What follows belongs to an exercise in optimizing a design on an open flow for small area, a short achievable clock period and few clock cycles; a production flow would make more cautious choices. Function was checked by simulation only, so behaviour that the tests miss may differ from the original. Power figures rest on the tool's default switching activity, not on a simulated workload.

### flow/config.mk
export PLATFORM = sky130hd
export DESIGN_NAME = qrcode_decoder
export DESIGN_NICKNAME = qrcode_decoder
export VERILOG_FILES = /design/flow/design.v
export SDC_FILE = /design/flow/constraint.sdc
export NUM_CORES = 8
export LEC_CHECK = 0
export ABC_AREA = 1
export CAP_MARGIN = 20
export CORE_MARGIN = 2
export CORE_UTILIZATION = 40
export SLEW_MARGIN = 20
### flow/flow/run.sh
#!/bin/bash
# The standard layout (standard.sh, unchanged), with three changes made through
# its environment:
#  - the buffers that the flow puts on every input and output port are
#    sky130_fd_sc_hd__buf_2 cells instead of the slower delay cells that
#    buffer_ports picks by default;
#  - repair_timing aims for a setup slack of 11.5 ns, i.e. it sizes the cells
#    of paths slower than about 4.5 ns;
#  - clock tree synthesis runs without dummy loads.
# The clock, its period and the I/O constraints are the design's, unchanged.
# Each tool's full output is in standard.log in this folder.
export BUFFER_PORTS_ARGS="-buffer_cell sky130_fd_sc_hd__buf_2"
export SETUP_SLACK_MARGIN=11.5
export CTS_ARGS="-sink_clustering_enable -repair_clock_nets -dont_use_dummy_load"
bash standard.sh > standard.log 2>&1
### flow/constraint.sdc
create_clock -name core_clock -period 16.0 [get_ports {clk}]
set_input_delay 3.2000 -clock core_clock [delete_from_list [all_inputs] [get_ports {clk}]]
set_output_delay 3.2000 -clock core_clock [all_outputs]
set_load 0.01 [all_outputs]
### flow/design.v
module qrcode_decoder(
    input clk,
    input srst_n,
    input start,
    input sram_rdata,
    output [11:0] sram_raddr,
    output reg [5:0] loc_y,
    output reg [5:0] loc_x,
    output reg [7:0] decode_text,    
    output reg valid,
    output reg finish
);
localparam S_A = 3'd0, S_P = 3'd1, S_Y = 3'd2, S_X = 3'd3, S_V = 3'd4,
           S_M = 3'd5, S_D = 3'd6, S_E = 3'd7;
reg [2:0] st;             
reg       cont;           
reg [5:0] y, x;           
reg       pv;             
reg       pix;            
reg       started;
assign sram_raddr = {y, x};
wire hit = pix && cont;   
reg [5:0] k;              
reg       lx6;            
reg [5:0] s0;             
reg [5:0] s1;             
reg [5:0] s2;             
reg [5:0] s3;             
reg [1:0] cidx, pcidx;    
reg [1:0] rot;
reg [2:0] mask;
wire signed [2:0] cy_lo = s0[5:3], cy_hi = s0[2:0];
wire signed [2:0] cx_lo = s1[5:3], cx_hi = s1[2:0];
wire signed [2:0] pcy = s2[5:3], pcx = s2[2:0];
wire tight = s3[5], wide = s3[4], tlm = s3[1], grp = s3[0];
wire [4:0] i = s0[4:0];   
wire [4:0] j = s1[4:0];
wire       inlen = s1[5]; 
wire [4:0] rem = s2[4:0]; 
wire [2:0] mv = s3[2:0];  
wire [2:0] bc = s3[5:3];  
always @* decode_text = {cidx, k};
wire [7:0] sa = 8'd1 << st;    
function maskbit;         
    input [2:0] m;
    input a0, a1, b0;     
    input [1:0] a3, b3;   
    input q;              
    reg s2, p2, p1, p0, s0;
    begin
        s2 = a0 ^ b0;                                   
        p2 = a0 & b0;                                   
        p1 = (a3 == b3) && (a3 != 2'd0);                
        p0 = (a3 == 2'd0) || (b3 == 2'd0);              
        s0 = (a3 == 2'd0) ? (b3 == 2'd0) : (a3 == 2'd1) ? (b3 == 2'd2) : (b3 == 2'd1);  
        case (m)
            3'd0: maskbit = ~s2;
            3'd1: maskbit = ~a0;
            3'd2: maskbit = (b3 == 2'd0);
            3'd3: maskbit = s0;
            3'd4: maskbit = ~(a1 ^ q);
            3'd5: maskbit = ~p2 & p0;
            3'd6: maskbit = ~(p2 ^ p1);
            default: maskbit = ~(s2 ^ p1);
        endcase
    end
endfunction
function [1:0] mod3;
    input [4:0] v;
    begin
        mod3 = v % 3;
    end
endfunction
function [3:0] astep;     
    input [3:0] kk;       
    begin
        astep =
            (kk == 4'd0) ? {2'd0, 2'd1} :
            (kk == 4'd1) ? {2'd1, 2'd3} :
            (kk == 4'd2) ? {2'd0, 2'd1} :
            (kk == 4'd3) ? {2'd3, 2'd2} :
            (kk == 4'd4) ? {2'd1, 2'd0} :
            (kk == 4'd5) ? {2'd2, 2'd1} :
            (kk == 4'd6) ? {2'd0, 2'd1} :
            (kk == 4'd7) ? {2'd0, 2'd2} :
                           {2'd2, 2'd2};
    end
endfunction
function [5:0] astepv;    
    input [1:0] c;
    begin
        case (c)
            2'd0: astepv = 6'd0;
            2'd1: astepv = 6'd21;
            2'd2: astepv = 6'd22;
            default: astepv = 6'd43;
        endcase
    end
endfunction
function [3:0] bstep;     
    input [3:0] kk;       
    begin
        bstep =
            (kk == 4'd1) ? {2'd0, 2'd1} :
            (kk == 4'd2) ? {2'd1, 2'd3} :
            (kk == 4'd3) ? {2'd0, 2'd1} :
            (kk == 4'd4) ? {2'd3, 2'd2} :
            (kk == 4'd5) ? {2'd1, 2'd0} :
            (kk == 4'd6) ? {2'd2, 2'd1} :
            (kk == 4'd7) ? {2'd0, 2'd1} :
            (kk == 4'd8) ? {2'd0, 2'd2} :
                           {2'd2, 2'd2};
    end
endfunction
function [5:0] bstepy;    
    input [1:0] c;
    begin
        case (c)
            2'd0: bstepy = 6'd0;
            2'd1: bstepy = 6'd43;
            2'd2: bstepy = 6'd42;
            default: bstepy = 6'd21;
        endcase
    end
endfunction
function [6:0] bstepx14;  
    input [1:0] c;
    begin
        case (c)
            2'd0: bstepx14 = 7'd14;
            2'd1: bstepx14 = 7'd121;      
            2'd2: bstepx14 = 7'd120;      
            default: bstepx14 = 7'd99;    
        endcase
    end
endfunction
function [5:0] poff;      
    input [3:0] kk;
    begin
        poff =
            (kk == 4'd0)  ? {3'sd0, 3'sd2} :
            (kk == 4'd1)  ? {3'sd0, -3'sd2} :
            (kk == 4'd2)  ? {3'sd2, 3'sd0} :
            (kk == 4'd3)  ? {-3'sd2, 3'sd0} :
            (kk == 4'd4)  ? {3'sd2, 3'sd2} :
            (kk == 4'd5)  ? {-3'sd2, -3'sd2} :
            (kk == 4'd6)  ? {3'sd2, -3'sd2} :
            (kk == 4'd7)  ? {-3'sd2, 3'sd2} :
            (kk == 4'd8)  ? {3'sd0, 3'sd1} :
            (kk == 4'd9)  ? {3'sd0, -3'sd1} :
            (kk == 4'd10) ? {3'sd1, 3'sd0} :
            (kk == 4'd11) ? {-3'sd1, 3'sd0} :
            (kk == 4'd12) ? {3'sd1, 3'sd1} :
            (kk == 4'd13) ? {-3'sd1, -3'sd1} :
            (kk == 4'd14) ? {3'sd1, -3'sd1} :
                            {-3'sd1, 3'sd1};
    end
endfunction
localparam [5:0] P_N = 6'd16;     
function [5:0] x7;        
    input [2:0] c;
    begin
        case (c)
            3'b001: x7 = 6'd7;
            3'b010: x7 = 6'd14;
            3'b111: x7 = 6'd57;
            3'b110: x7 = 6'd50;
            default: x7 = 6'd0;
        endcase
    end
endfunction
function [6:0] x7m14;     
    input [2:0] c;
    begin
        case (c)
            3'b001: x7m14 = 7'd121;
            3'b010: x7m14 = 7'd0;
            3'b111: x7m14 = 7'd107;
            3'b110: x7m14 = 7'd100;
            default: x7m14 = 7'd114;
        endcase
    end
endfunction
function [5:0] x7m20;     
    input [2:0] c;
    begin
        case (c)
            3'b001: x7m20 = 6'd51;
            3'b010: x7m20 = 6'd58;
            3'b111: x7m20 = 6'd37;
            3'b110: x7m20 = 6'd30;
            default: x7m20 = 6'd44;
        endcase
    end
endfunction
function [6:0] x7m34;     
    input [2:0] c;
    begin
        case (c)
            3'b001: x7m34 = 7'd101;
            3'b010: x7m34 = 7'd108;
            3'b111: x7m34 = 7'd87;
            3'b110: x7m34 = 7'd80;
            default: x7m34 = 7'd94;
        endcase
    end
endfunction
function span2;           
    input signed [2:0] lo, hi;
    begin
        span2 = (hi - lo) >= 2;
    end
endfunction
function [5:0] roffy;     
    input s;
    input [2:0] c;
    begin
        case (c)
            3'd0: roffy = s ? 6'd17 : 6'd3;
            3'd1: roffy = s ? 6'd18 : 6'd2;
            3'd2: roffy = s ? 6'd16 : 6'd4;
            3'd3: roffy = s ? 6'd20 : 6'd0;
            default: roffy = s ? 6'd14 : 6'd6;
        endcase
    end
endfunction
function [5:0] roffx;     
    input s;
    input [2:0] c;
    begin
        case (c)
            3'd0: roffx = s ? 6'd61 : 6'd47;
            3'd1: roffx = s ? 6'd62 : 6'd46;
            3'd2: roffx = s ? 6'd60 : 6'd48;
            3'd3: roffx = s ? 6'd0 : 6'd44;
            default: roffx = s ? 6'd58 : 6'd50;
        endcase
    end
endfunction
function [2:0] wmove;     
    input [4:0] a, b;
    reg u;
    begin
        u = (b == 5'd20) || (b == 5'd19) || (b == 5'd16) || (b == 5'd15) ||
            (b == 5'd12) || (b == 5'd11);
        if (!b[0]) wmove = 3'd0;                                    
        else if (u) begin
            if (a == ((b >= 5'd13) ? 5'd9 : 5'd0)) wmove = 3'd0;    
            else if (b <= 5'd12 && a == 5'd7) wmove = 3'd2;         
            else wmove = 3'd1;
        end else begin
            if (a == 5'd20) wmove = 3'd0;
            else if (b <= 5'd12 && a == 5'd5) wmove = 3'd4;
            else wmove = 3'd3;
        end
    end
endfunction
wire [5:0] p_c = poff(k[3:0]);           
wire [5:0] p_n = poff(k[3:0] + 4'd1);    
wire signed [2:0] u_ylo = (hit && pcy < cy_lo) ? pcy : cy_lo;
wire signed [2:0] u_yhi = (hit && pcy > cy_hi) ? pcy : cy_hi;
wire signed [2:0] u_xlo = (hit && pcx < cx_lo) ? pcx : cx_lo;
wire signed [2:0] u_xhi = (hit && pcx > cx_hi) ? pcx : cx_hi;
wire y_ok = span2(u_ylo, u_yhi), x_ok = span2(u_xlo, u_xhi);
wire p_end = tight || k == P_N;
wire [1:0] cn = cidx + 2'd1;
wire [5:0] kn = (cidx != 2'd3) ? k : (k[2:0] == 3'd4) ? {k[5:3] + 3'd1, 3'd0} : k + 6'd1;
wire v_miss = cont && !pix;
wire v_end = tlm || v_miss || (cidx == 2'd3 && k == 6'o44);
wire [1:0] mc = tlm ? 2'd0 : v_miss ? pcidx : 2'd3;    
reg [1:0] m_rot;
reg [5:0] m_my, m_mx;     
always @* begin
    case (mc)
        2'd0: begin m_rot = 2'd2; m_my = 6'd12; m_mx = 6'd62; end
        2'd1: begin m_rot = 2'd3; m_my = 6'd18; m_mx = 6'd52; end
        2'd2: begin m_rot = 2'd1; m_my = 6'd2;  m_mx = 6'd56; end
        default: begin m_rot = 2'd0; m_my = 6'd8; m_mx = 6'd46; end
    endcase
end
wire [1:0] i3 = mod3(i), j3 = mod3(j);
wire jq = ((j / 3) % 2) == 1;
wire dbit = sram_rdata ^ maskbit(mask, i[0], i[1], j[0], i3, j3, jq);
reg [2:0] mdi, mdj;       
always @* begin
    case (mv)
        3'd0: begin mdi = 3'd0; mdj = 3'd7; end
        3'd1: begin mdi = 3'd7; mdj = 3'd1; end
        3'd2: begin mdi = 3'd6; mdj = 3'd1; end
        3'd3: begin mdi = 3'd1; mdj = 3'd1; end
        default: begin mdi = 3'd2; mdj = 3'd1; end
    endcase
end
wire [2:0] ei = (rot[0] == rot[1]) ? mdi : -mdi;
wire [2:0] ej = rot[1] ? -mdj : mdj;
wire [2:0] wdy = rot[0] ? ej : ei;
wire [2:0] wdx = rot[0] ? ei : ej;
wire [4:0] ni = i + {{2{mdi[2]}}, mdi};
wire [4:0] nj = j + {{2{mdj[2]}}, mdj};
reg [5:0] r_ddy, r_ddx, r_dny, r_dnx;    
always @* begin
    case (rot)
        2'd0: begin r_ddy = 6'd9;  r_ddx = 6'd15; r_dny = 6'd0;  r_dnx = 6'd1;  end
        2'd1: begin r_ddy = 6'd15; r_ddx = 6'd55; r_dny = 6'd1;  r_dnx = 6'd0;  end
        2'd2: begin r_ddy = 6'd55; r_ddx = 6'd49; r_dny = 6'd0;  r_dnx = 6'd63; end
        default: begin r_ddy = 6'd49; r_ddx = 6'd9; r_dny = 6'd63; r_dnx = 6'd0; end
    endcase
end
wire [3:0] a_st = astep(k[3:0]);
wire [3:0] b_st = bstep(k[3:0]);
reg [5:0] ayA, byA, ayP, byP, ayY, byY, ayX, byX, ayV, byV, byM, byD;
reg [6:0] axA, bxA, axP, bxP, axY, bxY, axX, bxX, axV, bxV, bxM, bxD;
always @* begin
    ayA = y; byA = hit ? bstepy(b_st[3:2]) : astepv(a_st[3:2]);
    axA = {1'b0, x};
    bxA = hit ? bstepx14(b_st[1:0]) : {1'b0, astepv(a_st[1:0])};
    ayP = loc_y; byP = p_end ? x7m20(cy_hi) : x7(p_n[5:3]);
    axP = {lx6, loc_x}; bxP = x7m14(p_end ? cx_lo : p_n[2:0]);
    ayY = y; axY = hit ? {lx6, loc_x} : {1'b0, x};
    byY = 6'd0; bxY = 7'd0;
    if (hit) begin
        byY = (k[2:0] == 3'd0) ? 6'd63 : 6'd0;
        bxY = x7m34(cx_hi);
    end else case (k[2:0])
        3'd0, 3'd2, 3'd4: bxY = 7'd14;
        3'd1, 3'd3: if (wide) bxY = 7'd107; else begin byY = 6'd1; bxY = 7'd114; end
        default: byY = 6'd1;
    endcase
    ayX = y; axX = {1'b0, x};
    if (hit) begin
        byX = grp ? 6'd44 : 6'd0; bxX = grp ? 7'd20 : 7'd19;
    end else if (!grp) begin byX = 6'd20; bxX = 7'd0; end
    else begin byX = 6'd44; bxX = 7'd1; end
    ayV = loc_y; axV = {1'b0, loc_x};
    byV = v_end ? m_my : roffy(cn[1], kn[5:3]);
    bxV = {1'b0, v_end ? m_mx : roffx(cn[0], kn[2:0])};
    if (k == 6'd2) begin byM = r_ddy; bxM = {1'b0, r_ddx}; end
    else if (k != 6'd0 || started) begin byM = r_dny; bxM = {1'b0, r_dnx}; end
    else begin byM = 6'd0; bxM = 7'd0; end
    byD = {{3{wdy[2]}}, wdy}; bxD = {1'b0, {3{wdx[2]}}, wdx};
end
wire [5:0] ay = ({6{sa[0]}} & ayA) | ({6{sa[1]}} & ayP) | ({6{sa[2]}} & ayY) |
                ({6{sa[3]}} & ayX) | ({6{sa[4]}} & ayV) | ({6{sa[5] | sa[6] | sa[7]}} & y);
wire [6:0] ax = ({7{sa[0]}} & axA) | ({7{sa[1]}} & axP) | ({7{sa[2]}} & axY) |
                ({7{sa[3]}} & axX) | ({7{sa[4]}} & axV) | ({7{sa[5] | sa[6] | sa[7]}} & {1'b0, x});
wire [5:0] by = ({6{sa[0]}} & byA) | ({6{sa[1]}} & byP) | ({6{sa[2]}} & byY) |
                ({6{sa[3]}} & byX) | ({6{sa[4]}} & byV) | ({6{sa[5]}} & byM) | ({6{sa[6]}} & byD);
wire [6:0] bx = ({7{sa[0]}} & bxA) | ({7{sa[1]}} & bxP) | ({7{sa[2]}} & bxY) |
                ({7{sa[3]}} & bxX) | ({7{sa[4]}} & bxV) | ({7{sa[5]}} & bxM) | ({7{sa[6]}} & bxD);
wire [6:0] sy = {1'b0, ay} + {by[5], by};
wire [6:0] sx = ax + bx;
always @(posedge clk) begin
    if (start) started <= 1'b1;
    if (!sa[6]) pcidx <= cidx;
    pix <= sram_rdata & pv; cont <= 1'b1;
    y <= sy[5:0]; x <= sx[5:0]; pv <= 1'b1;
    valid <= 1'b0;
    finish <= 1'b0;
    if (sa[0]) begin
        if (hit) begin
            loc_y <= sy[5:0]; loc_x <= sx[5:0]; lx6 <= (sx[5:0] < 6'd14);
            s0 <= 6'd0; s1 <= 6'd0; s3 <= 6'd0;
            st <= S_P; cont <= 1'b0; k <= 6'd0;
            pv <= (sx[5:0] >= 6'd14);
        end else begin
            k <= (k == 6'd8) ? 6'd0 : k + 6'd1;
        end
    end
    if (sa[1]) begin
        s0 <= {u_ylo, u_yhi}; s1 <= {u_xlo, u_xhi};
        s3[5] <= y_ok && x_ok;
        s3[4] <= !x_ok;
        if (p_end) begin
            st <= S_Y; cont <= 1'b0; k <= 6'd0;
            if (sy[6]) y <= 6'd0;
            if (sx[5:0] > 6'd43) x <= 6'd43;
        end else begin
            k <= k + 6'd1;
            pv <= !sy[6] && !sx[6] && (k != P_N - 6'd1);
        end
        s2 <= p_c;                          
    end
    if (sa[2]) begin
        if (hit) begin
            loc_y <= sy[5:0];                   
            st <= S_X; cont <= 1'b0; s3[1:0] <= 2'b00;
            if (sx[6]) x <= 6'd0;               
        end else begin
            if (k[2:0] == (wide ? 3'd5 : 3'd1)) k <= 6'd0;
            else k <= k + 6'd1;
        end
    end
    if (sa[3]) begin
        if (hit) begin
            loc_x <= sx[5:0];                   
            s3[1] <= !grp;
            st <= S_V; cont <= 1'b0; cidx <= 2'd1; k <= 6'd0;
        end else s3[0] <= ~grp;
    end
    if (sa[4]) begin
        if (v_end) begin
            rot <= m_rot;
            if (!mc[1]) loc_y <= loc_y + 6'd20;
            if (mc[0]) loc_x <= loc_x - 6'd20;
            st <= S_M; cont <= 1'b0; k <= 6'd0;
        end else begin
            cidx <= cn; k <= kn;
        end
    end
    if (sa[5]) begin
        case (k[1:0])
            2'd0: mask[2] <= ~sram_rdata;
            2'd1: mask[1] <= sram_rdata;
            default: mask[0] <= ~sram_rdata;
        endcase
        if (k == 6'd2) begin
            st <= S_D; cont <= 1'b0;
            s0 <= {1'b0, 5'd17};            
            s1 <= {1'b1, 5'd19};            
            s2 <= {1'b0, 5'd0};             
            s3 <= {3'd0, 3'd1};             
        end else if (k != 6'd0 || started) k <= k + 6'd1;
    end
    if (sa[6]) begin
        s0[4:0] <= ni; s1[4:0] <= nj; s3[2:0] <= wmove(ni, nj);
        if (inlen) begin
            s2[4:0] <= {rem[3:0], dbit};
            s3[5:3] <= (bc == 3'd4) ? 3'd0 : bc + 3'd1;
            if (bc == 3'd4) s1[5] <= 1'b0;
        end else begin
            {cidx, k} <= {cidx[0], k, dbit};
            s3[5:3] <= bc + 3'd1;
            if (bc == 3'd7) begin
                valid <= 1'b1;
                s2[4:0] <= rem - 5'd1;
                if (rem == 5'd1) begin
                    finish <= 1'b1;
                    st <= S_E; cont <= 1'b0;
                end
            end
        end
    end
    if (!srst_n) begin
        st <= S_A; cont <= 1'b0; y <= 6'd20; x <= 6'd20; pv <= 1'b1;
        started <= 1'b0; k <= 6'd0; valid <= 1'b0; finish <= 1'b0;
    end
end
endmodule
### flow/standard.sh
#!/bin/bash
# synth_recipe.tcl (not shown) runs the flow's synth.tcl, then flattens the netlist and writes it again
# the make line also repeats each setting of config.mk as NAME=value (left out here)
make -C /OpenROAD-flow-scripts/flow DESIGN_CONFIG=/design/flow/config.mk WORK_HOME=/design/flow/orfs CLKGATE_MAP_FILE= SYNTH_SCRIPT=/design/flow/synth_recipe.tcl "${@:-finish}"
==> impl_metrics.tcl, run 1 <==
set metrics [dict create \
    synth_xor_xnor_area_share_pct 3.60 \
    core-area_um2 19600 \
    timing.critical_path.from_type "flip-flop" \
    worst_path_dominant_cell_family "flip-flops" \
    drv_slew 0 \
    clk_pin_slew_ns 0.06 \
    post_synth_num_cell_types 61 \
    critical_path_class "reg -> out" \
    use_met3_pct 3.29 \
    synth_nets 1342 \
    yosysTopAreaCellShare_pct 15.2 \
    rows 51 \
    cts_tree "built" \
    ff2ff_setup_slack_ns 11.81 \
    grt_util_all_layers_pct 25.5 \
    post-route-period-util_pct 27.3 \
    viasPerCell 5.54 \
    synth_top_family_by_area "simple AND/OR/NAND/NOR gates" \
    post_synth_and_or_nand_nor_area_fraction_pct 29.5 \
    worstMarginPinSlew_ns 0.730 \
    synthesized_netlist_cell_count 1248 \
    clock_latency_ns 0.35 \
    rr_endpoint "x[5]" \
    power-per-cell-area_nw_per_um2 230 \
    floorplan.die.width_um 146 \
    grtUsageMet2_pct 42.1 \
    fill_cells 2147 \
    clock_path_buffers 2 \
    final_net_count 1376 \
    clock_sink_count 73 \
    unrepaired_setup_endpoints_after_global_routing "yes" \
    synthesis.area_per_instance_um2 6.43 \
    yosys_warning_count 1 \
    max_slew_margin_pct 51.1 \
    yosys.area.top_type "sky130_fd_sc_hd__dfxtp_1" \
    drt-total-wl_mm 27.5 \
    synthAdderAreaFrac_pct 14.6 \
    timing.fmax_mhz 229 \
    timing.final.hold_violations 0 \
    dr.pass1.iters 6 \
    ir_drop_mv 0.0894 \
    p_leak_nw 4.32 \
    holdPathStages 2 \
    wl_per_cell_um 17.8 \
    worst_path_max_delay_cell "sky130_fd_sc_hd__dfxtp_1" \
    setup_tns_ns 0 \
    io_count 38 \
    period_minus_slack_ns 4.37 \
    drt.antenna.violating_nets 0 \
    synth_edf_count 12 \
    timing.critical_path.arrival_ns 1.17 \
    setup-violations-final 0 \
    groute.layer.met1.usage_pct 35.2 \
    gp_routability_congestion 0.999 \
    status "finished clean" \
    r2r_start "s1[0]" \
    ctsHtreeMaxLevel 3 \
    io_buffer_count 37 \
    die_area_um2 21200 \
    cap_violations 0 \
    grt_busiest_layer "met2" \
    pin_count_of_the_biggest_net_entering_global_routing 33 \
    cts_made_buffers 9 \
    critical_path.endpoint_type "output port" \
    ctsHoldBuffers 0 \
    layout.area.seq_um2 1590 \
    route.detailed.drc 0 \
    path_cells "buf_2" \
    path_max_fanout 9 \
    grt_first_pass_wirelength_mm 43.2 \
    drt_iter0_drc 777 \
    synthTopCellsByArea "sky130_fd_sc_hd__dfxtp_1 15%, sky130_fd_sc_hd__ha_1 13%, sky130_fd_sc_hd__nand2_1 11%, sky130_fd_sc_hd__inv_1 8.5%, sky130_fd_sc_hd__nor2_1 6.8%" \
    synth.cells.most_frequent "240 x sky130_fd_sc_hd__nand2_1, 181 x sky130_fd_sc_hd__inv_1, 145 x sky130_fd_sc_hd__nor2_1, 98 x sky130_fd_sc_hd__o21ai_0, 84 x sky130_fd_sc_hd__ha_1" \
    fin_util_pct 45.2 \
    post_route_cells_drive_above_1_share_pct 11.7 \
    area_of_the_multi_input_gates_um2 5670 \
    antenna_cells_inserted 0 \
    grt-ovfl-total 0 \
    clock-root-buffer "sky130_fd_sc_hd__clkbuf_16" \
    effective_utilization_at_floorplan_pct 41.0 \
    postSynth.asyncResetShare_pct 0 \
    yosysSeqAreaShare_pct 19.7 \
    place_hpwl_mm 21.8 \
    first_global_vias 7845 \
    die_h_um 146 \
    clock-skew-final_ns 0.0206 \
    top_flip_flop_cell_by_instance_count_after_synthesis "sky130_fd_sc_hd__dfxtp_1" \
    hold_class "reg -> reg" \
    netlist_area_um2 8030 \
    timing.critical_path.required_ns 12.80 \
    worst_reg_to_reg_cells 19 \
    grt_antenna_before_repair 0 \
    share_of_the_synthesized_area_in_compound_gates_ao_oa_aoi_oai_pct 20.7 \
    count_of_cell_instances_traversed_by_the_critical_path 1 \
    critPathLaunch "k[4]" \
    max_stage_delay_ns 0.60 \
    synth.most_common_cell "sky130_fd_sc_hd__nand2_1" \
    postSynthRegisterBits 73 \
    critical_path.n_buffers_inverters 1 \
    muxShareOfSynthArea_pct 0.842 \
    syn_to_layout_area_delta_pct 10.4 \
    routed-via-count 8556 \
    endpoint "decode_text[4]" \
]
==> flip-flops by register name (all words and copies together) (netlist names), 2 cells and up <==
register	flops
loc_x	6
rot	2
s3	6
s1	6
mask	3
st	3
cidx	2
s0	6
k	6
y	6
x	6
s2	6
pcidx	2
loc_y	6
==> how the worst min path moves through the flow <==
stage,startpoint,end
6_report,pv,pix
5_1_grt,pv,pix
4_1_cts,pv,pix
3_5_place_dp,pv,pix
3_3_place_gp,pv,pix
2_1_floorplan,pv,pix
==> report_power, final <==
group,total (W),internal [W],switching [W]
Combinational,0.00152,0.000557,0.000963
Sequential,0.000348,0.000256,0.0000915
Clock,0.000176,0.0000987,0.0000770
==> metrics by stage <==
stage	worst slack, ns	total power, W	hold WS, ns	area [um2]	cells
2_1_floorplan	11.78	0.00144	0.390	8030	1248
3_3_place_gp	11.16	0.00179	0.417	8470	1530
3_5_place_dp	10.99	0.00180	0.427	8470	1530
4_1_cts	11.50	0.00201	0.446	8720	1540
5_1_grt	11.47	0.00227	0.463	8860	1545
6_report	11.63	0.00204	0.437	8860	1545
==> kinds of logic (layout without fill, tap and decap cells) <==
family,count (synthesis),count (layout)
AOI/OAI and AO/OA,275,275
xor gates and xnor gates,30,30
adders and majority gates,90,90
and+or+nand+nor,544,544
muxes,6,6
buffers and inverters,230,262
DFF,73,73
==> area by class of cell <==
| type | count | area share [%] |
|---|---|---|
| multi-input combinational | 945 | 64.0 |
| sequential | 73 | 18.0 |
| inverter | 205 | 8.71 |
| clock buffer | 9 | 2.54 |
| tap | 265 | 3.74 |
| timing repair buffer | 48 | 3.02 |
==> cell usage in the layout (no fill, tap or decap), types with 7 or more instances in the layout <==
cell type / n
sky130_fd_sc_hd__a22oi_1: 7
sky130_fd_sc_hd__a211oi_1: 11
sky130_fd_sc_hd__o22ai_1: 12
sky130_fd_sc_hd__ha_1: 80
sky130_fd_sc_hd__nand4_1: 15
sky130_fd_sc_hd__o21ai_0: 95
sky130_fd_sc_hd__inv_2: 19
sky130_fd_sc_hd__inv_1: 179
sky130_fd_sc_hd__nand2_2: 9
sky130_fd_sc_hd__xor2_1: 23
sky130_fd_sc_hd__edfxtp_1: 12
sky130_fd_sc_hd__nand3_1: 73
sky130_fd_sc_hd__nor3_1: 25
sky130_fd_sc_hd__nand2_1: 239
sky130_fd_sc_hd__nor2_2: 17
sky130_fd_sc_hd__nor2_1: 137
sky130_fd_sc_hd__dfxtp_1: 57
sky130_fd_sc_hd__buf_2: 37
sky130_fd_sc_hd__a21oi_1: 70
sky130_fd_sc_hd__o211ai_1: 8
sky130_fd_sc_hd__o21ai_1: 10
sky130_fd_sc_hd__o31ai_1: 8
sky130_fd_sc_hd__o32ai_1: 10
sky130_fd_sc_hd__buf_4: 11
sky130_fd_sc_hd__clkbuf_16: 9
==> layer usage <==
layer / wire [um] / part of all wire (%)
met1: 12400 / 45
met2: 12700 / 46
met3: 1800 / 6.5
met4: 505 / 1.8
met5: 0 / 0
==> repair_timing <==
action	in CTS	in global routing
setup endpoints to repair	19	16
gates cloned	0	0
resized for setup	10	32
setup buffers	1	5
pin swaps	1	3
Testbench counts, summed over its fixed seeds: cycles 24,414.
==> run 2, diff against run 1 <==
==> flow/flow/run.sh (replaced) <==
#!/bin/bash
# The standard layout (standard.sh, unchanged), with four changes made through
# its environment:
#  - synthesis leaves the adders to ABC instead of mapping them to the
#    library's half- and full-adder cells (ADDER_MAP_FILE empty); the rest of
#    the synthesis is standard.sh's own (synth_recipe.tcl: no fsm or share
#    passes, flattened, function nets renamed), so the registers are the
#    standard synthesis's;
#  - the buffers that the flow puts on every input and output port are
#    sky130_fd_sc_hd__buf_2 cells instead of the slower delay cells that
#    buffer_ports picks by default;
#  - repair_timing aims for a setup slack of 11.5 ns, i.e. it sizes the cells
#    of paths slower than about 4.5 ns;
#  - clock tree synthesis uses sky130_fd_sc_hd__clkbuf_8 buffers and no dummy
#    loads.
# The clock, its period and the I/O constraints are the design's, unchanged.
# Each tool's full output is in standard.log in this folder.
export ADDER_MAP_FILE=
export BUFFER_PORTS_ARGS="-buffer_cell sky130_fd_sc_hd__buf_2"
export SETUP_SLACK_MARGIN=11.8
export CTS_ARGS="-sink_clustering_enable -repair_clock_nets -dont_use_dummy_load -buf_list sky130_fd_sc_hd__clkbuf_8"
bash standard.sh > standard.log 2>&1
==> run 2 against run 1 <==
  * Still clean
  * Clock-buffer cell count is the same
  * Routed wire length shrank 8.5%
  * Clock power shrank 32%
  * Largest power group unchanged
==> impl_metrics.tcl, run 2 <==
set metrics [dict create \
    status "finished clean" \
    grt_util_all_layers_pct 27.3 \
    power-per-cell-area_nw_per_um2 149 \
    post-route-period-util_pct 26.1 \
    first_global_vias 7414 \
    die_h_um 137 \
    synth_edf_count 12 \
    timing.fmax_mhz 240 \
    timing.critical_path.arrival_ns 0.97 \
    grt_antenna_before_repair 0 \
    synth.cells.most_frequent "394 x sky130_fd_sc_hd__nand2_1, 153 x sky130_fd_sc_hd__nor2_1, 137 x sky130_fd_sc_hd__inv_1, 115 x sky130_fd_sc_hd__nand3_1, 86 x sky130_fd_sc_hd__o21ai_0" \
    floorplan.die.width_um 137 \
    synthTopCellsByArea "sky130_fd_sc_hd__nand2_1 21%, sky130_fd_sc_hd__dfxtp_1 17%, sky130_fd_sc_hd__nand3_1 8.1%, sky130_fd_sc_hd__nor2_1 8.1%, sky130_fd_sc_hd__inv_1 7.2%" \
    setup-violations-final 0 \
    effective_utilization_at_floorplan_pct 41.0 \
    max_stage_delay_ns 0.45 \
    antenna_cells_inserted 0 \
    clock_latency_ns 0.38 \
    commonest_non_fill_non_tap_cell_in_the_layout "sky130_fd_sc_hd__nand2_1" \
    critical_path.endpoint_type "output port" \
    clock-skew-final_ns 0.0307 \
    critical_path_class "reg -> out" \
    grt_first_pass_wirelength_mm 39.7 \
    timing.critical_path.required_ns 12.80 \
    clk_pin_slew_ns 0.08 \
    path_max_fanout 14 \
    worstMarginPinSlew_ns 1.01 \
    die_area_um2 18900 \
    io_count 38 \
    synth_nets 1277 \
    post_route_cells_drive_above_1_share_pct 10.3 \
    path_cells "buf_2" \
    unrepaired_setup_endpoints_after_global_routing "no" \
    worst_path_dominant_cell_family "flip-flops" \
    place_hpwl_mm 19.9 \
    synth.most_common_cell "sky130_fd_sc_hd__nand2_1" \
    finalNonFillerCells 1525 \
    clock_sink_count 73 \
    route.detailed.drc 0 \
    yosysSeqAreaShare_pct 22.2 \
    ir_drop_mv 0.0719 \
    ff2ff_setup_slack_ns 12.49 \
    clock_path_buffers 2 \
    rows 48 \
    synthesized_netlist_cell_count 1273 \
    p_leak_nw 3.81 \
    drt-total-wl_mm 25.1 \
    timing.critical_path.from_type "flip-flop" \
    worst_path_max_delay_cell "sky130_fd_sc_hd__dfxtp_4" \
    syn_to_layout_area_delta_pct 7.64 \
    setup_tns_ns 0 \
    yosys.area.top_type "sky130_fd_sc_hd__nand2_1" \
    grt-ovfl-total 0 \
    netlist_area_um2 7120 \
    yosysTopAreaCellShare_pct 20.8 \
    synthesis.area_per_instance_um2 5.59 \
    post_synth_num_cell_types 50 \
    gp_routability_congestion 0.956 \
    critical_path.n_buffers_inverters 1 \
    drt_iter0_drc 831 \
    clock-root-buffer "sky130_fd_sc_hd__clkbuf_8" \
    drt.antenna.violating_nets 0 \
    timing.final.hold_violations 0 \
    cts_tree "built" \
    postSynth.asyncResetShare_pct 0 \
    io_buffer_count 37 \
    core-area_um2 17400 \
    cap_violations 0 \
    ctsHtreeMaxLevel 3 \
    postSynthRegisterBits 73 \
    dr.pass1.iters 6 \
    viasPerCell 5.55 \
    hold_class "reg -> reg" \
    top_flip_flop_cell_by_instance_count_after_synthesis "sky130_fd_sc_hd__dfxtp_1" \
    cts_made_buffers 9 \
    wl_per_cell_um 16.5 \
    most-common-layout-cells "394 x sky130_fd_sc_hd__nand2_1, 153 x sky130_fd_sc_hd__nor2_1, 137 x sky130_fd_sc_hd__inv_1, 115 x sky130_fd_sc_hd__nand3_1, 86 x sky130_fd_sc_hd__o21ai_0" \
    pin_count_of_the_biggest_net_entering_global_routing 31 \
    final_net_count 1306 \
    routed-via-count 8457 \
    period_minus_slack_ns 4.17 \
    yosys_warning_count 1 \
    numPlacedInstances 1510 \
    max_slew_margin_pct 32.5 \
    drv_slew 0 \
]
==> run 2: repair_timing <==
item,4_1_cts,5_1_grt
setup endpoints to repair,7,5
hold endpoints to repair,0,0
gates resized for setup,11,2
pin swaps,0,0
buffers inserted,1,5
hold buffers,0,0
==> run 2: per-layer routing <==
layer / global-route usage, % / share of wire, % / vias up
met5: 0 / 0 / -
met1: 39.1 / 47 / 3845
met4: 8.76 / 2.2 / 0
li1: - / - / 4249
met2: 40.7 / 43 / 327
met3: 5.52 / 8.2 / 36
==> run 2: report_power, final <==
group	leakage (nW)	switching, W	internal, W
Combinational	3.13	0.000474	0.000243
Clock	0.0647	0.0000700	0.0000503
Sequential	0.621	0.0000624	0.000241
==> run 2: logic make-up after synthesis <==
group	count (synthesis)	synth area share, %
simple gates	744	44.6
compound gates	232	19.1
buf+inv	201	11.1
flops	73	22.2
xor+xnor	22	2.81
mux	1	0.141
==> run 2: worst paths after layout <==
| path | start | endpoint | depth (start not counted) |
|---|---|---|---|
| hold reg to reg | pv | pix | 2 |
| setup / recovery | k[3] | decode_text[3] | 1 |
| setup reg to reg | pix | y[5] | 16 |
| hold / removal | pv | pix | 2 |
==> run 2: worst min-delay path: stages, from the launching register on <==
cell and delay (ns):
sky130_fd_sc_hd__dfxtp_1 0.31, sky130_fd_sc_hd__nand2_1 0.06, sky130_fd_sc_hd__inv_1 0.03
==> run 2: area by class of cell <==
class                           instances  area (um2)
Clock buffer                            9         124
Fill cell                            1970        9690
Inverter                              171         642
Multi-Input combinational cell        999        4750
Sequential cell                        73        1600
Tap cell                              225         282
Timing Repair Buffer                   48         268
==> run 2: stage by stage <==
| step | setup slack (ns) | instance area [um2] | hold WS [ns] | util [%] | total power, W |
|---|---|---|---|---|---|
| 6_report | 11.83 | 7670 | 0.433 | 44.2 | 0.00114 |
| 5_1_grt | 11.80 | 7670 | 0.460 | 44.2 | 0.00126 |
| 4_1_cts | 11.80 | 7630 | 0.429 | 43.9 | 0.00113 |
| 3_5_place_dp | 11.67 | 7480 | 0.411 | 43.1 | 0.00101 |
| 3_3_place_gp | 11.73 | 7480 | 0.420 | 43.1 | 0.00100 |
| 2_1_floorplan | 11.85 | 7120 | 0.390 | - | 0.000832 |
==> run 3, diff against run 2 <==
--- a/flow/design.v
+++ b/flow/design.v
@@ -33,5 +33,5 @@
 wire signed [2:0] cx_lo = s1[5:3], cx_hi = s1[2:0];
 wire signed [2:0] pcy = s2[5:3], pcx = s2[2:0];
-wire tight = s3[5], wide = s3[4], tlm = s3[1], grp = s3[0];
+wire tight = s3[5], wide = s3[4], mid = s3[3], tlm = s3[1], grp = s3[0];
 wire [4:0] i = s0[4:0];   
 wire [4:0] j = s1[4:0];
@@ -47,20 +47,20 @@
     input [1:0] a3, b3;   
     input q;              
-    reg s2, p2, p1, p0, s0;
+    reg t2, p2, p1, p0, t0;
     begin
-        s2 = a0 ^ b0;                                   
+        t2 = a0 ^ b0;                                   
         p2 = a0 & b0;                                   
         p1 = (a3 == b3) && (a3 != 2'd0);                
         p0 = (a3 == 2'd0) || (b3 == 2'd0);              
-        s0 = (a3 == 2'd0) ? (b3 == 2'd0) : (a3 == 2'd1) ? (b3 == 2'd2) : (b3 == 2'd1);  
+        t0 = (a3 == 2'd0) ? (b3 == 2'd0) : (a3 == 2'd1) ? (b3 == 2'd2) : (b3 == 2'd1);  
         case (m)
-            3'd0: maskbit = ~s2;
+            3'd0: maskbit = ~t2;
             3'd1: maskbit = ~a0;
             3'd2: maskbit = (b3 == 2'd0);
-            3'd3: maskbit = s0;
+            3'd3: maskbit = t0;
             3'd4: maskbit = ~(a1 ^ q);
             3'd5: maskbit = ~p2 & p0;
             3'd6: maskbit = ~(p2 ^ p1);
-            default: maskbit = ~(s2 ^ p1);
+            default: maskbit = ~(t2 ^ p1);
         endcase
     end
@@ -298,4 +298,5 @@
 wire [4:0] ni = i + {{2{mdi[2]}}, mdi};
 wire [4:0] nj = j + {{2{mdj[2]}}, mdj};
+wire [2:0] nmv = wmove(ni, nj);         
 reg [5:0] r_ddy, r_ddx, r_dny, r_dnx;    
 always @* begin
@@ -324,5 +325,6 @@
     end else case (k[2:0])
         3'd0, 3'd2, 3'd4: bxY = 7'd14;
-        3'd1, 3'd3: if (wide) bxY = 7'd107; else begin byY = 6'd1; bxY = 7'd114; end
+        3'd1: if (wide || mid) bxY = 7'd107; else begin byY = 6'd1; bxY = 7'd114; end
+        3'd3: if (wide) bxY = 7'd107; else begin byY = 6'd1; bxY = 7'd121; end
         default: byY = 6'd1;
     endcase
@@ -370,5 +372,6 @@
         s0 <= {u_ylo, u_yhi}; s1 <= {u_xlo, u_xhi};
         s3[5] <= y_ok && x_ok;
-        s3[4] <= !x_ok;
+        s3[4] <= !x_ok && !(u_xhi != u_xlo);
+        s3[3] <= !x_ok && (u_xhi != u_xlo);
         if (p_end) begin
             st <= S_Y; cont <= 1'b0; k <= 6'd0;
@@ -387,5 +390,5 @@
             if (sx[6]) x <= 6'd0;               
         end else begin
-            if (k[2:0] == (wide ? 3'd5 : 3'd1)) k <= 6'd0;
+            if (k[2:0] == (wide ? 3'd5 : mid ? 3'd3 : 3'd1)) k <= 6'd0;
             else k <= k + 6'd1;
         end
@@ -423,5 +426,5 @@
     end
     if (sa[6]) begin
-        s0[4:0] <= ni; s1[4:0] <= nj; s3[2:0] <= wmove(ni, nj);
+        s0[4:0] <= ni; s1[4:0] <= nj; s3[2:0] <= nmv;
         if (inlen) begin
             s2[4:0] <= {rem[3:0], dbit};
==> run 3 against run 2 <==
  * Non-clock buffer count shrank 2
  * Cell count grew 0.13%
  * Maximum frequency grew 0.33%
  * First-iteration DRC count grew 17%
  * Core utilization shrank 0.79 points
  * Power grew 5.0%
  * Combinational power grew 7.2%
  * Clock skew shrank 0.010 ns
==> impl_metrics.tcl, run 3 <==
set metrics [dict create \
    status "finished clean" \
    timing.fmax_mhz 240 \
    path_cells "buf_2" \
    max_stage_delay_ns 0.42 \
    cap_violations 0 \
    worstMarginPinSlew_ns 0.677 \
    viasPerCell 5.56 \
    die_area_um2 19100 \
    drt-total-wl_mm 25.1 \
    unrepaired_setup_endpoints_after_global_routing "no" \
    min_delay_worst_endpoint "pix" \
    placed_cell_area_um2 7560 \
    ctsHoldBuffers 0 \
    final.hold.worst_slack_ns 0.456 \
    clk_pin_slew_ns 0.09 \
    syn_to_layout_area_delta_pct 7.17 \
    pin_count_of_the_biggest_net_entering_global_routing 38 \
    route.detailed.drc 0 \
    post-route-cell-area_um2 7740 \
    use_met3_pct 3.60 \
    core-area_um2 17800 \
    power-per-cell-area_nw_per_um2 155 \
    gp_routability_congestion 0.958 \
    io_buffer_count 37 \
    critical_path.n_buffers_inverters 1 \
    drt_iter0_drc 970 \
    synthesized_netlist_cell_count 1277 \
    wl_per_cell_um 16.4 \
    clock_latency_ns 0.38 \
    drt.antenna.violating_nets 0 \
    holdPathStages 2 \
    yosys.area.top_type "sky130_fd_sc_hd__nand2_1" \
    max_slew_margin_pct 54.8 \
    commonest_non_fill_non_tap_cell_in_the_layout "sky130_fd_sc_hd__nand2_1" \
    ff2ff_setup_slack_ns 12.51 \
    synthTopCellsByArea "sky130_fd_sc_hd__nand2_1 20%, sky130_fd_sc_hd__dfxtp_1 17%, sky130_fd_sc_hd__nand3_1 8.5%, sky130_fd_sc_hd__inv_1 8.3%, sky130_fd_sc_hd__nor2_1 7.2%" \
    grt-ovfl-total 0 \
    dr.pass1.iters 6 \
    most-common-layout-cells "380 x sky130_fd_sc_hd__nand2_1, 160 x sky130_fd_sc_hd__inv_1, 138 x sky130_fd_sc_hd__nor2_1, 122 x sky130_fd_sc_hd__nand3_1, 92 x sky130_fd_sc_hd__o21ai_0" \
    worst_path_dominant_cell_family "flip-flops" \
    rr_endpoint "y[3]" \
    clock_path_buffers 2 \
    yosysSeqAreaShare_pct 21.9 \
    hp-start "pv" \
    top_flip_flop_cell_by_instance_count_after_synthesis "sky130_fd_sc_hd__dfxtp_1" \
    grt_first_pass_wirelength_mm 40.0 \
    netlist_area_um2 7220 \
    post_synth_num_cell_types 54 \
    post-route-period-util_pct 26.0 \
    ir_drop_mv 0.0871 \
    clock_sink_count 73 \
    final_net_count 1304 \
    groute.layer.met1.usage_pct 36.0 \
    floorplan.die.width_um 138 \
    effective_utilization_at_floorplan_pct 40.5 \
    timing.critical_path.arrival_ns 0.96 \
    grt_util_all_layers_pct 25.9 \
    yosys_warning_count 1 \
    antenna_cells_inserted 0 \
    synth_edf_count 12 \
    timing.final.hold_violations 0 \
    setup_tns_ns 0 \
    numPlacedInstances 1514 \
    synth.most_common_cell "sky130_fd_sc_hd__nand2_1" \
    place_hpwl_mm 19.4 \
    cts_made_buffers 9 \
    postSynth.asyncResetShare_pct 0 \
    p_leak_nw 3.95 \
    critical_path.endpoint_type "output port" \
    worst_path_max_delay_cell "sky130_fd_sc_hd__edfxtp_1" \
    worst_reg_to_reg_cells 19 \
    critPathLaunch "loc_x[0]" \
    postSynthRegisterBits 73 \
    cts_tree "built" \
    path_max_fanout 3 \
    drv_slew 0 \
    grt_busiest_layer "met2" \
    synthesis.area_per_instance_um2 5.65 \
    yosysTopAreaCellShare_pct 19.8 \
    clock-root-buffer "sky130_fd_sc_hd__clkbuf_8" \
    critical_path_class "reg -> out" \
    grtUsageMet2_pct 40.4 \
    hold_class "reg -> reg" \
    r2r_start "st[0]" \
    setup-violations-final 0 \
    io_count 38 \
    grt_antenna_before_repair 0 \
    routed-via-count 8485 \
    timing.critical_path.from_type "flip-flop" \
    finalNonFillerCells 1527 \
    rows 49 \
    clock-skew-final_ns 0.0204 \
    synth.cells.most_frequent "380 x sky130_fd_sc_hd__nand2_1, 160 x sky130_fd_sc_hd__inv_1, 138 x sky130_fd_sc_hd__nor2_1, 122 x sky130_fd_sc_hd__nand3_1, 92 x sky130_fd_sc_hd__o21ai_0" \
    first_global_vias 7608 \
    die_h_um 138 \
    timing.critical_path.required_ns 12.80 \
    ctsHtreeMaxLevel 3 \
    synth_nets 1281 \
    post_route_cells_drive_above_1_share_pct 9.94 \
    period_minus_slack_ns 4.16 \
]
==> run 3: cell types whose count changed after synthesis, moves of 6 or more <==
cell	before	now
sky130_fd_sc_hd__a21oi_1	59	50
sky130_fd_sc_hd__clkinv_1	9	3
sky130_fd_sc_hd__inv_1	137	160
sky130_fd_sc_hd__inv_2	25	16
sky130_fd_sc_hd__nand2_1	394	380
sky130_fd_sc_hd__nand3_1	115	122
sky130_fd_sc_hd__nor2_1	153	138
sky130_fd_sc_hd__o21ai_0	86	92
==> run 3: final cells by class <==
cell class              instances  area (um2)
multi-input cells             991        4800
clock buffers                   9         124
well taps                     229         287
inverters                     179         672
fillers                      1993       10100
repair buffers                 46         253
flip-flops and latches         73        1600
==> run 3: per-layer routing <==
layer  vias to the layer above  part of all wire, %
met5                         -                    0
met4                         0                  3.6
met3                        63                  6.4
met2                       361                   44
met1                      3795                   46
li1                       4266                    -
==> run 3: per-stage QoR <==
step	total power (W)	utilization, %	setup slack [ns]
floorplan	0.000880	-	12.32
global placement	0.00106	42.4	11.89
detailed placement	0.00106	42.4	11.87
CTS	0.00119	43.2	11.80
global route	0.00132	43.4	11.80
finish	0.00120	43.4	11.84
==> run 3: cells by family after synthesis <==
group	after synthesis	synth area share, %
AO/OA/AOI/OAI	230	19.0
XOR/XNOR	22	2.67
buffers and inverters	213	11.6
flip-flops	73	21.9
AND/OR/NAND/NOR	739	44.8
==> run 3: how the worst max path moves through the flow <==
stage                           endpoint  slack, ns  depth (start not counted)
after floorplan           decode_text[1]      12.32                          0
after global placement    decode_text[1]      11.89                          1
after CTS                 decode_text[1]      11.80                          1
final                           loc_x[0]      11.84                          1
after detailed placement  decode_text[1]      11.87                          1
after global routing            loc_y[1]      11.80                          1
==> run 3: where the power goes <==
| group | switching, W | internal, W |
|---|---|---|
| combinational | 0.000513 | 0.000257 |
| sequential | 0.0000641 | 0.000244 |
| clock | 0.0000690 | 0.0000503 |
==> run 3: repair_timing <==
item	in CTS	in global routing
resized for setup	12	2
buffers inserted	0	4
endpoints found under the setup margin	8	5
Testbench counts of run 3, summed over its fixed seeds: cycles 24,098.
==> run 4, diff against run 3 <==
--- a/flow/flow/run.sh
+++ b/flow/flow/run.sh
@@ -18,5 +18,5 @@
 export ADDER_MAP_FILE=
 export BUFFER_PORTS_ARGS="-buffer_cell sky130_fd_sc_hd__buf_2"
-export SETUP_SLACK_MARGIN=11.8
+export SETUP_SLACK_MARGIN=11.7
 export CTS_ARGS="-sink_clustering_enable -repair_clock_nets -dont_use_dummy_load -buf_list sky130_fd_sc_hd__clkbuf_8"
 bash standard.sh > standard.log 2>&1
==> run 4 against run 3 <==
  * Synthesized cell count unchanged
  * Combinational power down 1%
  * Still clean
  * Design area down 0.53%
  * Power down 0.31%
  * Core utilization down 0.23 points
==> impl_metrics.tcl, run 4 <==
set metrics [dict create \
    timing.fmax_mhz 236 \
    grt_first_pass_wirelength_mm 40.0 \
    routed-via-count 8493 \
    yosys_warning_count 1 \
    route.detailed.drc 0 \
    period_minus_slack_ns 4.25 \
    setup-violations-final 0 \
    synthTopCellsByArea "sky130_fd_sc_hd__nand2_1 20%, sky130_fd_sc_hd__dfxtp_1 17%, sky130_fd_sc_hd__nand3_1 8.5%, sky130_fd_sc_hd__inv_1 8.3%, sky130_fd_sc_hd__nor2_1 7.2%" \
    grt_util_all_layers_pct 25.9 \
    critical_path.n_buffers_inverters 1 \
    die_area_um2 19100 \
    cts_made_buffers 9 \
    io_count 38 \
    ir_drop_mv 0.0870 \
    max_slew_margin_pct 54.5 \
    clk_pin_slew_ns 0.08 \
    viasPerCell 5.58 \
    clock-root-buffer "sky130_fd_sc_hd__clkbuf_8" \
    yosysTopAreaCellShare_pct 19.8 \
    clock-skew-final_ns 0.0203 \
    clock_latency_ns 0.38 \
    hold_class "reg -> reg" \
    top_flip_flop_cell_by_instance_count_after_synthesis "sky130_fd_sc_hd__dfxtp_1" \
    post-route-cell-area_um2 7700 \
    unrepaired_setup_endpoints_after_global_routing "no" \
    critical_path.endpoint_type "output port" \
    post_synth_num_cell_types 54 \
    placed_cell_area_um2 7560 \
    timing.critical_path.from_type "flip-flop" \
    max_stage_delay_ns 0.49 \
    critical_path_class "reg -> out" \
    core-area_um2 17800 \
    timing.critical_path.arrival_ns 1.05 \
    most-common-layout-cells "380 x sky130_fd_sc_hd__nand2_1, 160 x sky130_fd_sc_hd__inv_1, 138 x sky130_fd_sc_hd__nor2_1, 122 x sky130_fd_sc_hd__nand3_1, 92 x sky130_fd_sc_hd__o21ai_0" \
    effective_utilization_at_floorplan_pct 40.5 \
    io_buffer_count 37 \
    yosys.area.top_type "sky130_fd_sc_hd__nand2_1" \
    finalNonFillerCells 1523 \
    grt_antenna_before_repair 0 \
    yosysSeqAreaShare_pct 21.9 \
    rows 49 \
    p_leak_nw 3.93 \
    clock_path_buffers 2 \
    fin_util_pct 43.1 \
    path_max_fanout 15 \
    worst_path_dominant_cell_family "flip-flops" \
    post_route_cells_drive_above_1_share_pct 9.27 \
    ctsHtreeMaxLevel 3 \
    numPlacedInstances 1514 \
    netlist_area_um2 7220 \
    final_net_count 1300 \
    clock_sink_count 73 \
    drt_iter0_drc 924 \
    wl_per_cell_um 16.5 \
    postSynthRegisterBits 73 \
    antenna_cells_inserted 0 \
    postSynth.asyncResetShare_pct 0 \
    synth_nets 1281 \
    post-route-period-util_pct 26.5 \
    first_global_vias 7604 \
    synthesized_netlist_cell_count 1277 \
    synth.cells.most_frequent "380 x sky130_fd_sc_hd__nand2_1, 160 x sky130_fd_sc_hd__inv_1, 138 x sky130_fd_sc_hd__nor2_1, 122 x sky130_fd_sc_hd__nand3_1, 92 x sky130_fd_sc_hd__o21ai_0" \
    dr.pass1.iters 6 \
    worst_path_max_delay_cell "sky130_fd_sc_hd__dfxtp_2" \
    ctsHoldBuffers 0 \
    timing.critical_path.required_ns 12.80 \
    pin_count_of_the_biggest_net_entering_global_routing 38 \
    floorplan.die.width_um 138 \
    synthesis.area_per_instance_um2 5.65 \
    drt.antenna.violating_nets 0 \
    synth_edf_count 12 \
    die_h_um 138 \
    grt-ovfl-total 0 \
    place_hpwl_mm 19.4 \
    drv_slew 0 \
    gp_routability_congestion 0.958 \
    power-per-cell-area_nw_per_um2 155 \
    synth.most_common_cell "sky130_fd_sc_hd__nand2_1" \
    commonest_non_fill_non_tap_cell_in_the_layout "sky130_fd_sc_hd__nand2_1" \
    drt-total-wl_mm 25.1 \
    syn_to_layout_area_delta_pct 6.60 \
    final.hold.worst_slack_ns 0.454 \
    status "finished clean" \
    worstMarginPinSlew_ns 0.682 \
    path_cells "buf_2" \
    timing.final.hold_violations 0 \
    cts_tree "built" \
    setup_tns_ns 0 \
    cap_violations 0 \
]
-- run 4: path summary, 6_finish.rpt --
path                            startpoint              to  slack (ns)  cells past startpoint
worst max register to register       st[0]            y[3]       12.53                     19
worst min register to register          pv             pix        0.45                      2
worst min-delay path                    pv             pix        0.45                      2
worst max-delay path                  k[2]  decode_text[2]       11.75                      1
-- run 4: power breakdown --
part	switching, W	internal [W]
sequential	0.0000692	0.000244
clock	0.0000692	0.0000503
combinational	0.000507	0.000255
total	0.000646	0.000549
-- run 4: routing by layer --
metal / part of all wire (%) / track usage (%) / up-vias
li1: - / - / 4250
met1: 46 / 36.0 / 3814
met2: 44 / 40.3 / 369
met3: 6.8 / 3.60 / 60
met4: 3.6 / 10.8 / 0
met5: 0 / 0 / -
-- run 4: area by class of cell --
type,instances,area [um2]
clock buffers,9,124
fillers,1994,10100
inverters,179,672
multi-input cells,991,4800
flip-flops and latches,73,1590
well taps,229,287
repair buffers,42,223
-- run 4: worst min-delay path: stages, from the launching register on --
cell and delay (ns):
sky130_fd_sc_hd__dfxtp_1 0.34, sky130_fd_sc_hd__nand2_1 0.07, sky130_fd_sc_hd__inv_1 0.03
-- run 4: cells by family after synthesis --
group,Yosys count,share of synthesized area (%)
flops,73,21.9
compound gates,230,19.0
simple gates,739,44.8
xor+xnor,22,2.67
buf+inv,213,11.6
-- run 4: repair_timing --
action / 4_1_cts / 5_1_grt
resized for setup: 4 / 3
setup buffers: 0 / 0
setup endpoints to repair: 4 / 3
cloned: 0 / 0
-- run 4: metrics by stage --
step	total power, W	setup slack (ns)
6_report	0.00119	11.75
5_1_grt	0.00131	11.70
4_1_cts	0.00119	11.69
3_5_place_dp	0.00106	11.87
3_3_place_gp	0.00106	11.89
2_1_floorplan	0.000880	12.32
==> run 5, diff against run 4 <==
--- a/flow/flow/run.sh
+++ b/flow/flow/run.sh
@@ -18,5 +18,5 @@
 export ADDER_MAP_FILE=
 export BUFFER_PORTS_ARGS="-buffer_cell sky130_fd_sc_hd__buf_2"
-export SETUP_SLACK_MARGIN=11.7
+export SETUP_SLACK_MARGIN=11.9
 export CTS_ARGS="-sink_clustering_enable -repair_clock_nets -dont_use_dummy_load -buf_list sky130_fd_sc_hd__clkbuf_8"
 bash standard.sh > standard.log 2>&1
==> run 5 against run 4 <==
  * Clock power about the same
  * Highest routed layer unchanged
  * Non-clock buffer count up 16
  * Sequential share of layout area about the same
  * Still clean on timing, DRC and antenna
  * Largest power group unchanged
==> impl_metrics.tcl, run 5 <==
set metrics [dict create \
    post_synth_num_cell_types 54 \
    clock_latency_ns 0.38 \
    synthesized_netlist_cell_count 1277 \
    routed-via-count 8562 \
    postSynthRegisterBits 73 \
    timing.critical_path.required_ns 12.80 \
    top_flip_flop_cell_by_instance_count_after_synthesis "sky130_fd_sc_hd__dfxtp_1" \
    post_synth_and_or_nand_nor_area_fraction_pct 44.8 \
    effective_utilization_at_floorplan_pct 40.5 \
    io_buffer_count 37 \
    critical_path_class "reg -> out" \
    dp_worst_setup_slack_ns 11.87 \
    die_area_um2 19100 \
    final_net_count 1316 \
    synth.most_common_cell "sky130_fd_sc_hd__nand2_1" \
    setup_ws_ns 11.87 \
    period_minus_slack_ns 4.13 \
    timing.critical_path.arrival_ns 0.93 \
    fill_cells 1971 \
    core-area_um2 17800 \
    ctsHtreeMaxLevel 3 \
    rr_endpoint "y[1]" \
    place_hpwl_mm 19.4 \
    postSynth.asyncResetShare_pct 0 \
    drt-total-wl_mm 25.3 \
    synth_xor_xnor_area_share_pct 2.67 \
    most-common-layout-cells "380 x sky130_fd_sc_hd__nand2_1, 160 x sky130_fd_sc_hd__inv_1, 138 x sky130_fd_sc_hd__nor2_1, 122 x sky130_fd_sc_hd__nand3_1, 92 x sky130_fd_sc_hd__o21ai_0" \
    ff2ff_setup_slack_ns 12.52 \
    dr.pass1.iters 8 \
    synthesis.area_per_instance_um2 5.65 \
    yosysSeqAreaShare_pct 21.9 \
    endpoint "loc_x[0]" \
    timing.critical_path.from_type "flip-flop" \
    path_cells "buf_2" \
    floorplan.die.width_um 138 \
    wl_per_cell_um 16.4 \
    yosys.area.top_type "sky130_fd_sc_hd__nand2_1" \
    netlist_area_um2 7220 \
    timing.final.hold_violations 0 \
    cts_tree "built" \
    power-per-cell-area_nw_per_um2 155 \
    muxShareOfSynthArea_pct 0 \
    drv_slew 0 \
    fin_util_pct 44.1 \
    syn_to_layout_area_delta_pct 8.87 \
    cts_made_buffers 9 \
    grt_first_pass_wirelength_mm 40.2 \
    synth_nets 1281 \
    viasPerCell 5.56 \
    ir_drop_mv 0.0870 \
    final.hold.worst_slack_ns 0.450 \
    grt_util_all_layers_pct 26.0 \
    critical_path.endpoint_type "output port" \
    gp_routability_congestion 0.958 \
    commonest_non_fill_non_tap_cell_in_the_layout "sky130_fd_sc_hd__nand2_1" \
    worstMarginPinSlew_ns 0.687 \
    pin_count_of_the_biggest_net_entering_global_routing 38 \
    max_slew_margin_pct 54.1 \
    grt-ovfl-total 0 \
    yosys_warning_count 1 \
    setup_tns_ns 0 \
    drt_iter0_drc 884 \
    synth_top_family_by_area "simple AND/OR/NAND/NOR gates" \
    clock-skew-final_ns 0.0203 \
    layout.area.seq_um2 1620 \
    post_route_cells_drive_above_1_share_pct 11.1 \
    synth.cells.most_frequent "380 x sky130_fd_sc_hd__nand2_1, 160 x sky130_fd_sc_hd__inv_1, 138 x sky130_fd_sc_hd__nor2_1, 122 x sky130_fd_sc_hd__nand3_1, 92 x sky130_fd_sc_hd__o21ai_0" \
    share_of_the_synthesized_area_in_compound_gates_ao_oa_aoi_oai_pct 19.0 \
    post-route-period-util_pct 25.8 \
    count_of_cell_instances_traversed_by_the_critical_path 1 \
    clk_pin_slew_ns 0.09 \
    synth_edf_count 12 \
    p_leak_nw 4.01 \
    synthAdderAreaFrac_pct 0 \
    rows 49 \
    worst_path_max_delay_cell "sky130_fd_sc_hd__edfxtp_1" \
    critPathLaunch "loc_x[0]" \
    area_of_the_multi_input_gates_um2 4800 \
    synthTopCellsByArea "sky130_fd_sc_hd__nand2_1 20%, sky130_fd_sc_hd__dfxtp_1 17%, sky130_fd_sc_hd__nand3_1 8.5%, sky130_fd_sc_hd__inv_1 8.3%, sky130_fd_sc_hd__nor2_1 7.2%" \
    r2r_start "st[0]" \
    yosysTopAreaCellShare_pct 19.8 \
    worst_path_dominant_cell_family "flip-flops" \
    first_global_vias 7655 \
    route.detailed.drc 0 \
    cap_violations 0 \
    max_stage_delay_ns 0.39 \
    path_max_fanout 2 \
    critical_path.n_buffers_inverters 1 \
    grt_antenna_before_repair 0 \
    worst_reg_to_reg_cells 19 \
    unrepaired_setup_endpoints_after_global_routing "yes" \
    hold_class "reg -> reg" \
    antenna_cells_inserted 0 \
    clock-root-buffer "sky130_fd_sc_hd__clkbuf_8" \
    clock_path_buffers 2 \
    drt.antenna.violating_nets 0 \
    status "finished clean" \
    timing.fmax_mhz 242 \
    die_h_um 138 \
    io_count 38 \
    clock_sink_count 73 \
    setup-violations-final 0 \
]
## run 5: changes by cell type in the layout (fill, tap and decap cells not counted)
cell	delta
sky130_fd_sc_hd__buf_6	+2
sky130_fd_sc_hd__dfxtp_2	+1
sky130_fd_sc_hd__dfxtp_1	-9
sky130_fd_sc_hd__buf_4	+16
sky130_fd_sc_hd__dfxtp_4	+8
sky130_fd_sc_hd__buf_2	-2
## run 5: where the power goes
group          total (W)  internal, W  switching [W]  leakage (nW)
logic           0.000790     0.000270       0.000521          3.32
clock network   0.000120    0.0000503      0.0000695        0.0647
registers       0.000305     0.000246      0.0000591         0.629
total            0.00122     0.000566       0.000649          4.01
## run 5: final cells by class
| type | instances | share of cell area (%) |
|---|---|---|
| inverter | 179 | 8.55 |
| timing repair buffer | 58 | 4.52 |
| clock buffer | 9 | 1.58 |
| sequential | 73 | 20.7 |
| multi-input combinational | 991 | 61.1 |
| tap | 229 | 3.64 |
## run 5: logic make-up after synthesis
logic type             after synthesis
AO/OA/AOI/OAI                      230
XOR/XNOR                            22
buffers and inverters              213
flip-flops                          73
AND/OR/NAND/NOR                    739
## run 5: worst min path at each step
| stage | start | to | cells after the start |
|---|---|---|---|
| 2_1_floorplan | pv | pix | 2 |
| 5_1_grt | pv | pix | 2 |
| 3_3_place_gp | started | started | 2 |
| 4_1_cts | pv | pix | 2 |
| 3_5_place_dp | started | started | 2 |
| 6_report | pv | pix | 2 |
## run 5: what timing repair did
item / 4_1_cts / 5_1_grt
hold buffers: 0 / 0
setup buffers: 10 / 6
gates resized for setup: 22 / 4
endpoints found under the setup margin: 17 / 9
## run 5: through the flow
stage | area, um2 | std cells | total power [W]
2_1_floorplan | 7220 | 1277 | 0.000880
3_3_place_gp | 7560 | 1514 | 0.00106
3_5_place_dp | 7560 | 1514 | 0.00106
4_1_cts | 7800 | 1533 | 0.00120
5_1_grt | 7860 | 1539 | 0.00134
6_report | 7860 | 1539 | 0.00122
## run 5: per-layer routing
metal | track usage (%) | up-vias | wire length, um
met3 | 3.67 | 67 | 1820
met2 | 40.8 | 367 | 11000
li1 | - | 4284 | -
met4 | 10.7 | 0 | 914
met1 | 36.0 | 3844 | 11500
met5 | 0 | - | 0
==> run 6, diff against run 5 <==
--- a/flow/flow/run.sh
+++ b/flow/flow/run.sh
@@ -10,6 +10,6 @@
 #    sky130_fd_sc_hd__buf_2 cells instead of the slower delay cells that
 #    buffer_ports picks by default;
-#  - repair_timing aims for a setup slack of 11.5 ns, i.e. it sizes the cells
-#    of paths slower than about 4.5 ns;
+#  - repair_timing aims for a setup slack of 11.8 ns, i.e. it sizes the cells
+#    of paths slower than about 4.2 ns;
 #  - clock tree synthesis uses sky130_fd_sc_hd__clkbuf_8 buffers and no dummy
 #    loads.
@@ -18,5 +18,5 @@
 export ADDER_MAP_FILE=
 export BUFFER_PORTS_ARGS="-buffer_cell sky130_fd_sc_hd__buf_2"
-export SETUP_SLACK_MARGIN=11.9
+export SETUP_SLACK_MARGIN=11.8
 export CTS_ARGS="-sink_clustering_enable -repair_clock_nets -dont_use_dummy_load -buf_list sky130_fd_sc_hd__clkbuf_8"
 bash standard.sh > standard.log 2>&1
==> run 6 against run 5 <==
  * Sequential power increased by 1%
  * Critical path depth unchanged
  * Worst setup slack got worse by 0.033 ns
  * Clock-buffer cell count unchanged
  * First-iteration DRC count increased by 9.7%
  * Largest power group unchanged
  * Synthesized area unchanged
  * Register-to-register slack about the same
  * Via count decreased by 0.90%
  * Die area unchanged
  * Combinational power decreased by 2.5%
  * Sequential cell count unchanged
==> impl_metrics.tcl, run 6 <==
set metrics [dict create \
    max_stage_delay_ns 0.42 \
    path_cells "buf_2" \
    core-area_um2 17800 \
    grt_util_all_layers_pct 25.9 \
    yosysSeqAreaShare_pct 21.9 \
    yosys_warning_count 1 \
    max_slew_margin_pct 54.8 \
    floorplan.die.width_um 138 \
    postSynthRegisterBits 73 \
    timing.final.hold_violations 0 \
    groute.layer.met1.usage_pct 36.0 \
    area_of_the_multi_input_gates_um2 4800 \
    wl_per_cell_um 16.4 \
    cap_violations 0 \
    p_leak_nw 3.95 \
    setup-violations-final 0 \
    dr.pass1.iters 6 \
    post-route-period-util_pct 26.0 \
    yosys.area.top_type "sky130_fd_sc_hd__nand2_1" \
    postSynth.asyncResetShare_pct 0 \
    drt-total-wl_mm 25.1 \
    timing.critical_path.required_ns 12.80 \
    clock-root-buffer "sky130_fd_sc_hd__clkbuf_8" \
    synth.most_common_cell "sky130_fd_sc_hd__nand2_1" \
    worstMarginPinSlew_ns 0.677 \
    post_route_cells_drive_above_1_share_pct 9.94 \
    fill_cells 1993 \
    critical_path.n_buffers_inverters 1 \
    worst_path_dominant_cell_family "flip-flops" \
    drv_slew 0 \
    ctsHtreeMaxLevel 3 \
    syn_to_layout_area_delta_pct 7.17 \
    rows 49 \
    synth_xor_xnor_area_share_pct 2.67 \
    netlist_area_um2 7220 \
    synth_nets 1281 \
    final_net_count 1304 \
    worst_path_max_delay_cell "sky130_fd_sc_hd__edfxtp_1" \
    period_minus_slack_ns 4.16 \
    clk_pin_slew_ns 0.09 \
    viasPerCell 5.56 \
    grtUsageMet2_pct 40.4 \
    place_hpwl_mm 19.4 \
    gp_routability_congestion 0.958 \
    setup_tns_ns 0 \
    antenna_cells_inserted 0 \
    status "finished clean" \
    timing.critical_path.from_type "flip-flop" \
    total_power_w 0.00120 \
    grt_busiest_layer "met2" \
    clock_latency_ns 0.38 \
    io_count 38 \
    cts_made_buffers 9 \
    synth_top_family_by_area "simple AND/OR/NAND/NOR gates" \
    unrepaired_setup_endpoints_after_global_routing "no" \
    hold_class "reg -> reg" \
    use_met3_pct 3.60 \
    ir_drop_mv 0.0871 \
    synth_edf_count 12 \
    grt_first_pass_wirelength_mm 40.0 \
    layout.area.seq_um2 1600 \
    route.detailed.drc 0 \
    critical_path.endpoint_type "output port" \
    synthesized_netlist_cell_count 1277 \
    clock_sink_count 73 \
    pin_count_of_the_biggest_net_entering_global_routing 38 \
    die_h_um 138 \
    routed-via-count 8485 \
    top_flip_flop_cell_by_instance_count_after_synthesis "sky130_fd_sc_hd__dfxtp_1" \
    synthTopCellsByArea "sky130_fd_sc_hd__nand2_1 20%, sky130_fd_sc_hd__dfxtp_1 17%, sky130_fd_sc_hd__nand3_1 8.5%, sky130_fd_sc_hd__inv_1 8.3%, sky130_fd_sc_hd__nor2_1 7.2%" \
    clock-skew-final_ns 0.0204 \
]
[run 6: cell counts after synthesis]
Identical to the previous run, type by type.
[run 6: worst paths after layout]
kind,depth (start not counted),start,to
min reg2reg,2,pv,pix
max,1,loc_x[0],loc_x[0]
min,2,pv,pix
max reg2reg,19,st[0],y[3]
[run 6: where the power goes]
group,switching [W],internal (W),total [W]
clock network,0.0000690,0.0000503,0.000119
registers,0.0000641,0.000244,0.000309
logic,0.000513,0.000257,0.000770
total,0.000646,0.000552,0.00120
[run 6: stage by stage]
stage | cells | worst slack [ns] | util, % | hold slack, ns | instance area (um2)
2_1_floorplan | 1277 | 12.32 | - | 0.390 | 7220
3_3_place_gp | 1514 | 11.89 | 42.4 | 0.456 | 7560
3_5_place_dp | 1514 | 11.87 | 42.4 | 0.458 | 7560
4_1_cts | 1523 | 11.80 | 43.2 | 0.453 | 7710
5_1_grt | 1527 | 11.80 | 43.4 | 0.469 | 7740
6_report | 1527 | 11.84 | 43.4 | 0.456 | 7740
[run 6: per-layer routing]
| layer | share of wire (%) | up-vias |
|---|---|---|
| met4 | 3.6 | 0 |
| met1 | 46 | 3795 |
| met3 | 6.4 | 63 |
| li1 | - | 4266 |
| met2 | 44 | 361 |
| met5 | 0 | - |
[run 6: area by class of cell]
class | instances | share of cell area (%)
multi-input combinational | 991 | 62.0
sequential | 73 | 20.7
inverter | 179 | 8.68
tap | 229 | 3.70
timing repair buffer | 46 | 3.27
clock buffer | 9 | 1.60
[run 6: logic make-up after synthesis]
logic type / after synthesis
AND/OR/NAND/NOR: 739
buffers and inverters: 213
XOR/XNOR: 22
AO/OA/AOI/OAI: 230
flip-flops: 73
[run 6: timing repair]
action | CTS | global route
buffers inserted | 0 | 4
endpoints found under the setup margin | 8 | 5
gates resized for setup | 12 | 2

Setup slack of run 6, layout unchanged: 11.840 ns with ideal ports, 11.800 ns with driving cells assumed (clock clkbuf_16, inputs buf_2), 11.920 ns with port delays also shifted by the 0.413 ns mid clock arrival.
